This design comes from an exercise in tuning for small area and a short achievable clock period on the open sky130 flow, not from production work. The RTL was checked by simulation tests, not by an equivalence proof against the original design. The flow treats the clock pin as an ideal source, which a real chip does not have.

==> flow/design.v (excerpt) <==
module prng (
    input logic [31:0] seed,
    output logic [31:0] rand_num,
    input logic clk,
    input logic rst
);
    logic [31:0] state;
    wire [30:0] x = state[30:0];
    wire [30:0] xn = ~state[30:0];
    wire [30:0] nxt;
    wire s0; wire c0;
    assign s0 = 1'b1 ^ x[2] ^ xn[0];
    assign c0 = (1'b1 & x[2]) | (1'b1 & xn[0]) | (x[2] & xn[0]);
    wire s1; wire c1;
    assign s1 = 1'b1 ^ x[3] ^ xn[1];
    assign c1 = (1'b1 & x[3]) | (1'b1 & xn[1]) | (x[3] & xn[1]);
    wire s2; wire c2;
    fa u2 (.a(x[4]), .b(xn[2]), .c(xn[0]), .s(s2), .co(c2));
    wire s3; wire c3;
    fa u3 (.a(x[5]), .b(xn[3]), .c(xn[1]), .s(s3), .co(c3));
    wire s4; wire c4;
    assign s4 = 1'b0 ^ x[4] ^ x[2];
    assign c4 = (1'b0 & x[4]) | (1'b0 & x[2]) | (x[4] & x[2]);
    wire s5; wire c5;
    fa u5 (.a(x[6]), .b(c3), .c(~s4), .s(s5), .co(c5));
    wire s6; wire c6;
    fa u6 (.a(x[7]), .b(xn[5]), .c(xn[3]), .s(s6), .co(c6));
    wire s7; wire c7;
    fa u7 (.a(x[0]), .b(~c4), .c(s6), .s(s7), .co(c7));
    wire s8; wire c8;
  ...
Settings: LEC_CHECK=0, CAP_MARGIN=20, CORE_MARGIN=2, CORE_UTILIZATION=60, SETUP_SLACK_MARGIN=2.6, SLEW_MARGIN=20, SYNTH_HIERARCHICAL=1; clock period 7.0 ns.
standard.sh (not shown) runs the stock make flow with config.mk's settings and CLKGATE_MAP_FILE= SYNTH_SCRIPT=/design/flow/synth_recipe.tcl, a recipe that flattens the netlist after the stock synthesis.
==> flow/flow/run.sh <==
#!/bin/bash
# Standard layout with two changes: the smallest buffer on each port, and
# useful clock skew between registers, planned and inserted after clock tree
# synthesis and again after global routing's timing repair (skew_*.tcl).
export BUFFER_PORTS_ARGS="-buffer_cell sky130_fd_sc_hd__buf_1"
export POST_CTS_TCL="$PWD/flow/skew_cts.tcl"
export POST_GLOBAL_ROUTE_TCL="$PWD/flow/skew_grt.tcl"
bash standard.sh > standard.log 2>&1
==> flow/flow/skew.py <==
#!/usr/bin/env python3
"""Plan a later clock arrival for registers (useful skew).

usage: skew.py PATHS PERIOD

PATHS holds lines "kind from to slack" as skew.tcl writes them. A delay D[r]
(>= 0) on register r's clock changes a register-to-register path s->e by
D[s] - D[e]. The plan finds the smallest period T such that:
  setup   (PERIOD - slack) + D[s] - D[e] <= T      for register pairs
  hold    slack + D[s] - D[e] >= HOLD_MARGIN
  output  (PERIOD - slack) + D[s] <= T            (the skew may only hurt)
  input   (PERIOD - slack) <= T                   (no gain from the skew)
  D[r] <= DMAX
and prints, for each register that needs a delay, a chain of delay cells.
"""
import sys

DMAX = 1.2
HOLD_MARGIN = 0.2
# cells and the delay each adds in front of one register's clock pin (ns)
CELLS = [
    ('sky130_fd_sc_hd__clkbuf_1', 0.09, 3.75),
    ('sky130_fd_sc_hd__dlygate4sd1_1', 0.20, 8.76),
    ('sky130_fd_sc_hd__clkdlybuf4s50_1', 0.46, 10.01),
]

path_file, period = sys.argv[1], float(sys.argv[2])
setup, hold, outp, inp, inhold = {}, {}, {}, {}, {}
regs = set()
for line in open(path_file):
    f = line.split()
    if len(f) != 4:
        continue
    kind, s, e, sl = f[0], f[1], f[2], float(f[3])
    if kind == 'max':
        setup[(s, e)] = min(setup.get((s, e), 1e9), sl)
        regs.update((s, e))
    elif kind == 'min':
        hold[(s, e)] = min(hold.get((s, e), 1e9), sl)
        regs.update((s, e))
    elif kind == 'outmax':
        outp[s] = min(outp.get(s, 1e9), sl)
        regs.add(s)
    elif kind == 'inmax':
        inp[e] = min(inp.get(e, 1e9), sl)
        regs.add(e)
    elif kind == 'inmin':
        inhold[e] = min(inhold.get(e, 1e9), sl)
        regs.add(e)
regs = sorted(regs)
idx = {r: i + 1 for i, r in enumerate(regs)}


def solve(T):
    # difference constraints x[b] >= x[a] + w as edges (a, b, w); longest path
    edges = []
    for r in regs:
        ub = DMAX
        if r in inhold:
            ub = min(ub, max(0.0, inhold[r] - HOLD_MARGIN))
        if r in outp:
            ub = min(ub, T - (period - outp[r]))
        if ub < 0:
            return None
        edges.append((0, idx[r], 0.0))
        edges.append((idx[r], 0, -ub))
    for (s, e), sl in setup.items():
        d = period - sl
        if s == e:
            if d > T:
                return None
            continue
        edges.append((idx[s], idx[e], d - T))
    for (s, e), sl in hold.items():
        if s == e:
            continue
        # D[e] - D[s] <= sl - margin
        edges.append((idx[e], idx[s], -max(0.0, sl - HOLD_MARGIN)))
    for e, sl in inp.items():
        if period - sl > T:
            return None
    n = len(regs) + 1
    x = [0.0] + [-1e18] * (n - 1)
    for it in range(n + 1):
        changed = False
        for a, b, w in edges:
            if x[a] > -1e17 and x[a] + w > x[b] + 1e-9:
                x[b] = x[a] + w
                changed = True
        if not changed:
            return {r: x[idx[r]] for r in regs}
        if x[0] > 1e-9:
            return None
    return None


t0 = max([period - sl for sl in setup.values()] + [period - sl for sl in inp.values()]
         + [period - sl for sl in outp.values()])
lo, hi = 0.0, t0
if solve(hi) is None:
    print(f'# no skew plan (T0 {t0:.3f})')
    sys.exit(0)
for _ in range(40):
    m = (lo + hi) / 2
    if solve(m) is None:
        lo = m
    else:
        hi = m
T = hi
D = solve(T)
print(f'# period without skew {t0:.3f}, with skew {T:.3f}')


def chain(delta):
    # fewest-area chain of cells whose delay is closest to delta
    best = None
    for a in range(0, 4):
        for b in range(0, 4):
            for c in range(0, 4):
                if a + b + c == 0 or a + b + c > 4:
                    continue
                n = (a, b, c)
                d = sum(k * cell[1] for k, cell in zip(n, CELLS))
                area = sum(k * cell[2] for k, cell in zip(n, CELLS))
                cost = abs(d - delta) + 0.004 * area
                if best is None or cost < best[0]:
                    best = (cost, n)
    out = []
    for k, cell in zip(best[1], CELLS):
        out += [cell[0]] * k
    return out


for r in regs:
    d = D[r]
    if d < 0.06:
        continue
    print('delay', r, f'{d:.3f}', ' '.join(chain(d)))
Other scripts of this flow, unchanged in this note and not shown: flow/flow/skew_core.tcl, flow/flow/skew_cts.tcl, flow/flow/skew_grt.tcl
The baseline passed the timing, DRC and antenna checks.
Edit:
--- a/flow/flow/skew.py
+++ b/flow/flow/skew.py
@@ -58,5 +58,5 @@
         ub = DMAX
         if r in inhold:
-            ub = min(ub, max(0.0, inhold[r] - HOLD_MARGIN))
+            ub = min(ub, inhold[r] - HOLD_MARGIN)
         if r in outp:
             ub = min(ub, T - (period - outp[r]))
@@ -76,5 +76,5 @@
             continue
         # D[e] - D[s] <= sl - margin
-        edges.append((idx[e], idx[s], -max(0.0, sl - HOLD_MARGIN)))
+        edges.append((idx[e], idx[s], -(sl - HOLD_MARGIN)))
     for e, sl in inp.items():
         if period - sl > T:
@@ -95,6 +95,5 @@
 
 
-t0 = max([period - sl for sl in setup.values()] + [period - sl for sl in inp.values()]
-         + [period - sl for sl in outp.values()])
+t0 = max(period - sl for sl in setup.values())
 lo, hi = 0.0, t0
 if solve(hi) is None:
Settings changed: SETUP_SLACK_MARGIN 2.6 to 2.3.
The new run ran to the end with no violations.
Final area shrinks by 5.2%.
Edit:
--- a/flow/flow/skew.py
+++ b/flow/flow/skew.py
@@ -58,5 +58,5 @@
         ub = DMAX
         if r in inhold:
-            ub = min(ub, inhold[r] - HOLD_MARGIN)
+            ub = min(ub, max(0.0, inhold[r] - HOLD_MARGIN))
         if r in outp:
             ub = min(ub, T - (period - outp[r]))
@@ -76,5 +76,5 @@
             continue
         # D[e] - D[s] <= sl - margin
-        edges.append((idx[e], idx[s], -(sl - HOLD_MARGIN)))
+        edges.append((idx[e], idx[s], -max(0.0, sl - HOLD_MARGIN)))
     for e, sl in inp.items():
         if period - sl > T:
@@ -95,5 +95,6 @@
 
 
-t0 = max(period - sl for sl in setup.values())
+t0 = max([period - sl for sl in setup.values()] + [period - sl for sl in inp.values()]
+         + [period - sl for sl in outp.values()])
 lo, hi = 0.0, t0
 if solve(hi) is None:
Settings changed: SETUP_SLACK_MARGIN 2.3 to 3.0.
Result:
- via count climbs by a few percent
- core utilization increases by 6.5 points
- first-iteration DRC count falls by roughly a tenth
- synthesized area is unchanged
- register-to-register slack is better by 360 ps
- synthesized cell count stays the same
- sequential cell count does not change
Edit:
--- a/flow/flow/skew.py
+++ b/flow/flow/skew.py
@@ -58,5 +58,5 @@
         ub = DMAX
         if r in inhold:
-            ub = min(ub, max(0.0, inhold[r] - HOLD_MARGIN))
+            ub = min(ub, inhold[r] - HOLD_MARGIN)
         if r in outp:
             ub = min(ub, T - (period - outp[r]))
@@ -76,5 +76,5 @@
             continue
         # D[e] - D[s] <= sl - margin
-        edges.append((idx[e], idx[s], -max(0.0, sl - HOLD_MARGIN)))
+        edges.append((idx[e], idx[s], -(sl - HOLD_MARGIN)))
     for e, sl in inp.items():
         if period - sl > T:
@@ -95,6 +95,5 @@
 
 
-t0 = max([period - sl for sl in setup.values()] + [period - sl for sl in inp.values()]
-         + [period - sl for sl in outp.values()])
+t0 = max(period - sl for sl in setup.values())
 lo, hi = 0.0, t0
 if solve(hi) is None:
Effect:
- wire length is unchanged
- sequential share of layout area is unchanged
- synthesized cell count is unchanged
- final cell count is unchanged
- hold slack is unchanged
- area after synthesis is unchanged

static timing again, ports no longer ideal:
The results above use ideal ports. As a check the final layouts listed here were re-extracted and re-timed, cells and wires unchanged.
Step 1 sets driving cells, clkbuf_16 on the clock port and buf_2 on the other inputs (assumed; they add their load-dependent delay and slew).
Step 2, shift: input delay + t, output delay - t, t = (earliest + latest rising clock arrival at the registers) / 2. This alone moves slack from input paths to output paths.
a / b / c = ideal / step 1 / step 2; a / b = the first two.
run | shift t [ns] | setup WS [ns] | latest minus earliest clock arrival (ns) | worst slew at a driven data input, ns
the first run | 0.987 | 2.912 / 2.912 / 2.912 | 1.199 / 1.199 | 0.03
the second run | 0.979 | 2.834 / 2.834 / 2.834 | 1.196 / 1.196 | 0.03
the third run | 0.968 | 3.194 / 3.194 / 3.194 | 1.173 / 1.173 | 0.04
the fourth run | 0.968 | 3.194 / 3.194 / 3.194 | 1.173 / 1.173 | 0.04
In every run listed the clock reaches the registers at very different times; t lies between them, and the last value is a rough guide only.
